From an optimization exercise on the open Yosys and OpenROAD flow, aimed at small area and a short achievable clock period; shortcuts taken in it are not production practice.
In this exercise RTL edits were held to simulation tests only and were not proved equivalent to the original.
No activity file was given, so power comes from the tool's default toggle rates.

Design e203_exu_alu_dpath, start of the top module:
module e203_exu_alu_dpath(
  input alu_req_alu,
  input alu_req_alu_add,
  input alu_req_alu_sub,
  input alu_req_alu_xor,
  input alu_req_alu_sll,
  input alu_req_alu_srl,
  input alu_req_alu_sra,
  input alu_req_alu_or,
  input alu_req_alu_and,
  input alu_req_alu_slt,
  input alu_req_alu_sltu,
  input alu_req_alu_lui,
  input [32-1:0] alu_req_alu_op1,
  input [32-1:0] alu_req_alu_op2,
  output [32-1:0] alu_req_alu_res,
  input bjp_req_alu,
  input [32-1:0] bjp_req_alu_op1,
  input [32-1:0] bjp_req_alu_op2,
  input bjp_req_alu_cmp_eq,
  input bjp_req_alu_cmp_ne,
  input bjp_req_alu_cmp_lt,
  input bjp_req_alu_cmp_gt,
  input bjp_req_alu_cmp_ltu,
  input bjp_req_alu_cmp_gtu,
  input bjp_req_alu_add,
  output bjp_req_alu_cmp_res,
  output [32-1:0] bjp_req_alu_add_res,
  input agu_req_alu,
  input [32-1:0] agu_req_alu_op1,
  input [32-1:0] agu_req_alu_op2,
  input agu_req_alu_swap,
  input agu_req_alu_add,
  input agu_req_alu_and,
  input agu_req_alu_or,
  input agu_req_alu_xor,
  input agu_req_alu_max,
  input agu_req_alu_min,
  input agu_req_alu_maxu,
  input agu_req_alu_minu,
  output [32-1:0] agu_req_alu_res,
  input agu_sbf_0_ena,
  input [32-1:0] agu_sbf_0_nxt,
  output [32-1:0] agu_sbf_0_r,
  input agu_sbf_1_ena,
  input [32-1:0] agu_sbf_1_nxt,
  output [32-1:0] agu_sbf_1_r,
  input clk,
  input rst_n
);
Size: about 450 I/O pins, about 0.0078 mm² of cells after synthesis.
export LEC_CHECK = 0
export CAP_MARGIN = 20
export CORE_MARGIN = 2
export CORE_UTILIZATION = 40
export CTS_BUF_LIST = sky130_fd_sc_hd__clkbuf_8
export SETUP_SLACK_MARGIN = 1.2
export SLEW_MARGIN = 20
create_clock -name core_clock -period 8.5 [get_ports {clk}]
standard.sh (not shown) runs the stock make flow with config.mk's settings and CLKGATE_MAP_FILE= SYNTH_SCRIPT=/design/flow/synth_recipe.tcl, a recipe that flattens the netlist after the stock synthesis.
==> flow/flow/run.sh <==
#!/bin/bash
# Layout flow: the standard flow (standard.sh) with these changes:
#  - synthesis is the standard script (synth_recipe.tcl: same passes, then
#    flatten and renames) except for the ABC mapping scripts (see synth.tcl);
#  - every port gets a buffer, as standard, but the plain buf_1 rather than
#    the delay cell buffer_ports picks by default;
#  - extra make variables for the layout steps, if flow/make_args.txt exists
#    (e.g. letting timing repair resize cells across footprints);
#  - clock tree options from flow/cts_args.txt, if it exists.
set -euo pipefail
HERE=$(pwd)
export BUFFER_PORTS_ARGS="-buffer_cell sky130_fd_sc_hd__buf_1"
export MY_ABC_SCRIPT="$HERE/flow/abc.script"
if [[ -f "$HERE/flow/abc_sh.script" ]]; then
  # modules kept apart until the end of synthesis and mapped with abc_sh.script
  export MY_ABC_SCRIPT_SH="$HERE/flow/abc_sh.script"
  export SYNTH_KEEP_MODULES="$(cat "$HERE/flow/keep_modules.txt")"
fi
make -C "$FLOW_HOME" DESIGN_CONFIG="$HERE/config.mk" WORK_HOME="$HERE/orfs" CLKGATE_MAP_FILE= \
  SYNTH_SCRIPT="$HERE/flow/synth.tcl" synth > "$HERE/synth_make.log" 2>&1
unset SYNTH_KEEP_MODULES MY_ABC_SCRIPT MY_ABC_SCRIPT_SH
# clock tree options, if flow/cts_args.txt exists (replaces ORFS's defaults)
if [[ -f "$HERE/flow/cts_args.txt" ]]; then
  export CTS_ARGS="$(cat "$HERE/flow/cts_args.txt")"
fi
EXTRA=()
if [[ -f "$HERE/flow/make_args.txt" ]]; then
  read -r -a EXTRA < "$HERE/flow/make_args.txt"
fi
bash standard.sh "${EXTRA[@]}" finish > "$HERE/standard_flow.log" 2>&1
==> flow/flow/cts_args.txt <==
-sink_clustering_enable -repair_clock_nets -buf_list sky130_fd_sc_hd__clkbuf_8 -dont_use_dummy_load
Other scripts of this flow, unchanged in this note and not shown: flow/flow/abc.script, flow/flow/abc_sh.script, flow/flow/keep_modules.txt, flow/flow/make_args.txt, flow/flow/synth.tcl
Next try:
--- a/flow/flow/run.sh
+++ b/flow/flow/run.sh
@@ -6,6 +6,5 @@
 #    the delay cell buffer_ports picks by default;
 #  - extra make variables for the layout steps, if flow/make_args.txt exists
-#    (e.g. letting timing repair resize cells across footprints);
-#  - clock tree options from flow/cts_args.txt, if it exists.
+#    (e.g. letting timing repair resize cells across footprints).
 set -euo pipefail
 HERE=$(pwd)
@@ -20,8 +19,4 @@
   SYNTH_SCRIPT="$HERE/flow/synth.tcl" synth > "$HERE/synth_make.log" 2>&1
 unset SYNTH_KEEP_MODULES MY_ABC_SCRIPT MY_ABC_SCRIPT_SH
-# clock tree options, if flow/cts_args.txt exists (replaces ORFS's defaults)
-if [[ -f "$HERE/flow/cts_args.txt" ]]; then
-  export CTS_ARGS="$(cat "$HERE/flow/cts_args.txt")"
-fi
 EXTRA=()
 if [[ -f "$HERE/flow/make_args.txt" ]]; then
removed: flow/flow/cts_args.txt
=> Setup slack improves by 0.0031 ns. Power increases by 7.3%. Maximum frequency stays flat. Combinational power barely changes. Clock power increases by 67%. Hold slack improves by 0.0036 ns. Wire length stays flat. Critical path depth increases by 9. Non-clock buffer count is unchanged.
Next try:
- SETUP_SLACK_MARGIN: 1.2 -> 1.4
- total power came out higher by 1.4%
- critical path depth came out lower by 7
- non-clock buffer count came out higher by 15
- final cell count came out higher by 0.93%
- routed wire length came out higher by 2.1%
- via count came out higher by 2.2%
Next try:
- SETUP_SLACK_MARGIN: 1.4 -> 1.6
Result: The changed run completed without violations; sequential cell count is unchanged; utilization grows by 2.2 points; count of clock-buffer cells in the layout does not change; power goes up by 3.9%; cell count increases by 1.0%; setup slack gains 0.096 ns; wire length rises by 3.3%; combinational power came out higher by about 6%; maximum frequency grows by about 1.4%; synthesized area is unchanged; global-route usage barely changes.

---

## v41
e203_exu_alu_dpath, a different RTL version from the one above (not shown whole).
Size in the first run: roughly 1300 cells after synthesis, roughly 64 flip-flops, about 450 I/O pins, roughly 8400 um2 of cells after synthesis.
==> flow/config.mk <==
export PLATFORM = sky130hd
export DESIGN_NAME = e203_exu_alu_dpath
export DESIGN_NICKNAME = e203_exu_alu_dpath
export VERILOG_FILES = /design/flow/design.v
export SDC_FILE = /design/flow/constraint.sdc
export NUM_CORES = 4
export LEC_CHECK = 0
export CAP_MARGIN = 20
export CORE_MARGIN = 2
export CORE_UTILIZATION = 40
export CTS_BUF_LIST = sky130_fd_sc_hd__clkbuf_8
export SETUP_SLACK_MARGIN = 1.2
export SLEW_MARGIN = 20
==> flow/constraint.sdc <==
create_clock -name core_clock -period 8.5 [get_ports {clk}]
set_input_delay 1.7000 -clock core_clock [delete_from_list [all_inputs] [get_ports {clk}]]
set_output_delay 1.7000 -clock core_clock [all_outputs]
set_load 0.01 [all_outputs]
==> flow/flow/run.sh <==
#!/bin/bash
# Layout flow: the standard flow (standard.sh) with these changes:
#  - synthesis is the standard script (synth_recipe.tcl: same passes, then
#    flatten and renames) except for the ABC mapping scripts (see synth.tcl);
#  - every port gets a buffer, as standard, but the plain buf_1 rather than
#    the delay cell buffer_ports picks by default;
#  - extra make variables for the layout steps, if flow/make_args.txt exists
#    (e.g. letting timing repair resize cells across footprints);
#  - clock tree options from flow/cts_args.txt, if it exists.
set -euo pipefail
HERE=$(pwd)
export BUFFER_PORTS_ARGS="-buffer_cell sky130_fd_sc_hd__buf_1"
export MY_ABC_SCRIPT="$HERE/flow/abc.script"
if [[ -f "$HERE/flow/abc_sh.script" ]]; then
  # modules kept apart until the end of synthesis and mapped with abc_sh.script
  export MY_ABC_SCRIPT_SH="$HERE/flow/abc_sh.script"
  export SYNTH_KEEP_MODULES="$(cat "$HERE/flow/keep_modules.txt")"
fi
make -C "$FLOW_HOME" DESIGN_CONFIG="$HERE/config.mk" WORK_HOME="$HERE/orfs" CLKGATE_MAP_FILE= \
  SYNTH_SCRIPT="$HERE/flow/synth.tcl" synth > "$HERE/synth_make.log" 2>&1
unset SYNTH_KEEP_MODULES MY_ABC_SCRIPT MY_ABC_SCRIPT_SH
# clock tree options, if flow/cts_args.txt exists (replaces ORFS's defaults)
if [[ -f "$HERE/flow/cts_args.txt" ]]; then
  export CTS_ARGS="$(cat "$HERE/flow/cts_args.txt")"
fi
EXTRA=()
if [[ -f "$HERE/flow/make_args.txt" ]]; then
  read -r -a EXTRA < "$HERE/flow/make_args.txt"
fi
bash standard.sh "${EXTRA[@]}" finish > "$HERE/standard_flow.log" 2>&1
==> flow/flow/cts_args.txt <==
-sink_clustering_enable -repair_clock_nets -buf_list sky130_fd_sc_hd__clkbuf_8 -dont_use_dummy_load
==> flow/flow/keep_modules.txt <==
e203_alu_shifter
==> flow/flow/synth.tcl <==
# synth_recipe.tcl, with ABC's mapping script replaced: flow/abc.script for the
# top module and, when the design keeps a shifter module apart
# (SYNTH_KEEP_MODULES), flow/abc_sh.script for that module. Everything is
# flattened at the end exactly as synth_recipe.tcl does.
proc synth {args} { yosys synth -nofsm -noshare {*}$args }
proc abc {args} {
  set i [lsearch -exact $args -script]
  set top $args
  lset top [expr {$i + 1}] $::env(MY_ABC_SCRIPT)
  if {[info exists ::env(MY_ABC_SCRIPT_SH)] && [info exists ::env(SYNTH_KEEP_MODULES)]} {
    set sh $args
    lset sh [expr {$i + 1}] $::env(MY_ABC_SCRIPT_SH)
    foreach m $::env(SYNTH_KEEP_MODULES) { yosys abc {*}$sh $m }
    yosys abc {*}$top $::env(DESIGN_NAME)
  } else {
    yosys abc {*}$top
  }
}
source $::env(SCRIPTS_DIR)/synth.tcl
# left out here: clear keep_hierarchy, flatten, clean up, hide names made inside functions, write 1_2_yosys.v
Other scripts of this flow, unchanged in this note and not shown: flow/flow/abc.script, flow/flow/abc_sh.script, flow/flow/make_args.txt
Relative to v41, the following input files were edited for v33:
==> flow/flow/run.sh <==
#!/bin/bash
# Layout flow: the standard flow (standard.sh) with these changes:
#  - synthesis is the standard script (synth_recipe.tcl: same passes, then
#    flatten and renames) except for the ABC mapping scripts (see synth.tcl);
#  - every port gets a buffer, as standard, but the plain buf_1 rather than
#    the delay cell buffer_ports picks by default;
#  - extra make variables for the layout steps, if flow/make_args.txt exists
#    (e.g. letting timing repair resize cells across footprints).
set -euo pipefail
HERE=$(pwd)
export BUFFER_PORTS_ARGS="-buffer_cell sky130_fd_sc_hd__buf_1"
export MY_ABC_SCRIPT="$HERE/flow/abc.script"
if [[ -f "$HERE/flow/abc_sh.script" ]]; then
  export MY_ABC_SCRIPT_SH="$HERE/flow/abc_sh.script"
  export SYNTH_KEEP_MODULES="e203_alu_shifter"
fi
make -C "$FLOW_HOME" DESIGN_CONFIG="$HERE/config.mk" WORK_HOME="$HERE/orfs" CLKGATE_MAP_FILE= \
  SYNTH_SCRIPT="$HERE/flow/synth.tcl" synth > "$HERE/synth_make.log" 2>&1
unset SYNTH_KEEP_MODULES MY_ABC_SCRIPT MY_ABC_SCRIPT_SH
EXTRA=()
if [[ -f "$HERE/flow/make_args.txt" ]]; then
  read -r -a EXTRA < "$HERE/flow/make_args.txt"
fi
bash standard.sh "${EXTRA[@]}" finish > "$HERE/standard_flow.log" 2>&1
-- flow/config.mk --
<<< v41, line 10
export CORE_UTILIZATION = 40
export CTS_BUF_LIST = sky130_fd_sc_hd__clkbuf_8
export SETUP_SLACK_MARGIN = 1.2
export SLEW_MARGIN = 20
>>> v33, line 10
export CORE_UTILIZATION = 40
export CTS_BUF_LIST = sky130_fd_sc_hd__clkbuf_8
export SETUP_SLACK_MARGIN = 1.6
export SLEW_MARGIN = 20
removed: flow/flow/cts_args.txt
removed: flow/flow/keep_modules.txt
Results
Going from v41 to v33, vias after detailed routing now sits higher; die span in y now sits at about the same level. As of v33, detailed route wirelength on metal3 had risen by a few percent compared to v41. Compared with v41, v33 has extra setup slack. Cell at the slowest stage of the critical path = sky130_fd_sc_hd__a22oi_1: v41; cell at the slowest stage of the critical path = sky130_fd_sc_hd__a2111o_1: v33. Est. power | v33 vs v41 | v33 higher. Adder-cell share of the synthesized area came out exactly the same in v41 and v33. Cell area was higher in the run labelled v33.
The inputs of v44 differ from those of v33 as listed below.
==> flow/flow/run.sh <==
#!/bin/bash
# Layout flow: the standard flow (standard.sh) with these changes:
#  - synthesis is the standard script (synth_recipe.tcl: same passes, then
#    flatten and renames) except for the ABC mapping scripts (see synth.tcl);
#  - every port gets a buffer, as standard, but the plain buf_1 rather than
#    the delay cell buffer_ports picks by default;
#  - extra make variables for the layout steps, if flow/make_args.txt exists
#    (e.g. letting timing repair resize cells across footprints);
#  - clock tree options from flow/cts_args.txt, if it exists.
set -euo pipefail
HERE=$(pwd)
export BUFFER_PORTS_ARGS="-buffer_cell sky130_fd_sc_hd__buf_1"
export MY_ABC_SCRIPT="$HERE/flow/abc.script"
if [[ -f "$HERE/flow/abc_sh.script" ]]; then
  # modules kept apart until the end of synthesis and mapped with abc_sh.script
  export MY_ABC_SCRIPT_SH="$HERE/flow/abc_sh.script"
  export SYNTH_KEEP_MODULES="$(cat "$HERE/flow/keep_modules.txt")"
fi
make -C "$FLOW_HOME" DESIGN_CONFIG="$HERE/config.mk" WORK_HOME="$HERE/orfs" CLKGATE_MAP_FILE= \
  SYNTH_SCRIPT="$HERE/flow/synth.tcl" synth > "$HERE/synth_make.log" 2>&1
unset SYNTH_KEEP_MODULES MY_ABC_SCRIPT MY_ABC_SCRIPT_SH
# clock tree options, if flow/cts_args.txt exists (replaces ORFS's defaults)
if [[ -f "$HERE/flow/cts_args.txt" ]]; then
  export CTS_ARGS="$(cat "$HERE/flow/cts_args.txt")"
fi
EXTRA=()
if [[ -f "$HERE/flow/make_args.txt" ]]; then
  read -r -a EXTRA < "$HERE/flow/make_args.txt"
fi
bash standard.sh "${EXTRA[@]}" finish > "$HERE/standard_flow.log" 2>&1
==> flow/flow/cts_args.txt (new file) <==
-sink_clustering_enable -repair_clock_nets -buf_list sky130_fd_sc_hd__clkbuf_4 -dont_use_dummy_load -sink_clustering_size 16 -sink_clustering_max_diameter 100
==> flow/flow/keep_modules.txt (new file) <==
e203_alu_shifter
-- flow/config.mk --
<<< v33, line 10
export CORE_UTILIZATION = 40
export CTS_BUF_LIST = sky130_fd_sc_hd__clkbuf_8
export SETUP_SLACK_MARGIN = 1.6
export SLEW_MARGIN = 20
>>> v44, line 10
export CORE_UTILIZATION = 40
export CTS_BUF_LIST = sky130_fd_sc_hd__clkbuf_8
export SETUP_SLACK_MARGIN = 1.2
export SLEW_MARGIN = 20
## What came out
- Delta (v44 minus v33): first-pass detailed-route iteration total has decreased; sequential share of layout area picked up an extra 1.3 points; die extent in x shows no meaningful change.
- Delta (v44 minus v33): synthesized area essentially unchanged, peak ir drop on the vdd network went up 12%.
- v44 and v33 ended up with nearly the same post-placement cell count.
- Wire length: v44 vs v33 down 3.7%
- Detailed route, v44 vs v33: via total lower for v44
- v44 has non-clock buffer count below what v33 had.
Edits applied to the flow inputs when going from v44 to v53:
==> flow/flow/cts_args.txt <==
-sink_clustering_enable -repair_clock_nets -buf_list sky130_fd_sc_hd__clkbuf_8 -dont_use_dummy_load
-- flow/config.mk --
<<< v44, line 10
export CORE_UTILIZATION = 40
export CTS_BUF_LIST = sky130_fd_sc_hd__clkbuf_8
export SETUP_SLACK_MARGIN = 1.2
export SLEW_MARGIN = 20
>>> v53, line 10
export CORE_UTILIZATION = 40
export CTS_BUF_LIST = sky130_fd_sc_hd__clkbuf_8
export PLACE_DENSITY = 0.75
export SETUP_SLACK_MARGIN = 1.2
export SLEW_MARGIN = 20
## What came out
- Taking v44 as the reference, in v53 global-route usage decreased by 0.35 points relative to the old numbers; sink count of the clock tree closely matched the old numbers.
- Fraction of standard cell area that is sequential of v44 is on par with v53.
- Looking at topmost layer with routed signal wires, the met4 result is from v53; the met5 one comes from v44.
- Changes observed in v53 relative to v44: count of buffer and inverter cells on the critical path lost 2; highest clock frequency the design can meet picked up an extra about 0.4%; part of the total power dissipated in sequential elements lost 0.4 points.
What v32 does differently from v53 at the input level:
==> flow/flow/cts_args.txt <==
-sink_clustering_enable -repair_clock_nets -buf_list sky130_fd_sc_hd__clkbuf_8 -dont_use_dummy_load -sink_clustering_size 32 -sink_clustering_max_diameter 150
-- flow/config.mk --
<<< v53, line 10
export CORE_UTILIZATION = 40
export CTS_BUF_LIST = sky130_fd_sc_hd__clkbuf_8
export PLACE_DENSITY = 0.75
export SETUP_SLACK_MARGIN = 1.2
export SLEW_MARGIN = 20
>>> v32, line 10
export CORE_UTILIZATION = 40
export CTS_BUF_LIST = sky130_fd_sc_hd__clkbuf_8
export SETUP_SLACK_MARGIN = 1.2
export SLEW_MARGIN = 20
### Flow results
Total setup violations reported at the end of the flow: v32 vs v53 — no meaningful difference
Cmp v32 and v53 / transition time of the tightest slew-check pin / higher: v53
On post-CTS clock slew at the launch and capture registers of the worst setup and hold paths, v53 tracks v32 almost exactly.
Between v53 and v32, routed wire length increased.
There was hardly any difference in final area between v53 and v32.
Changes observed in v32 relative to v53: routed wirelength normalized by instance count now sits higher; core utilization saw little to no change; met2 usage in global routing has decreased.

-- what the ideal ports hide --
Ports are ideal in the flow. The routed layouts listed here were re-timed in OpenROAD. Step 1 assumes that a clkbuf_16 drives the clock port and a buf_2 every other input. Step 2, shift: input delay + t, output delay - t, t = (earliest + latest rising clock arrival at the registers) / 2. This alone moves slack from input paths to output paths. Three values: no drivers, after step 1, after step 2; two values: the first two.
| run | t, ns | setup slack, ns | worst data-port slew with drivers (ns) | cell pins on the clock port's net |
|---|---|---|---|---|
| the first run of note 1 | 0.363 | 1.357 / 1.334 / 1.334 | 0.09 | 1 |
| the second run of note 1 | 0.369 | 1.360 / 1.330 / 1.330 | 0.08 | 1 |
| the third run of note 1 | 0.369 | 1.489 / 1.466 / 1.466 | 0.10 | 1 |
| the fourth run of note 1 | 0.368 | 1.586 / 1.553 / 1.553 | 0.09 | 1 |
| v41 | 0.365 | 1.401 / 1.375 / 1.375 | 0.07 | 1 |
| v33 | 0.367 | 1.690 / 1.655 / 1.655 | 0.07 | 1 |
| v44 | 0.416 | 1.378 / 1.353 / 1.353 | 0.06 | 1 |
| v53 | 0.358 | 1.405 / 1.385 / 1.385 | 0.10 | 1 |
| v32 | 0.365 | 1.401 / 1.375 / 1.375 | 0.07 | 1 |
After both steps every run listed still meets setup and hold. For v33, which loses most, drivers alone change the setup slack by -0.035 ns; drivers and shift together by -0.035 ns.
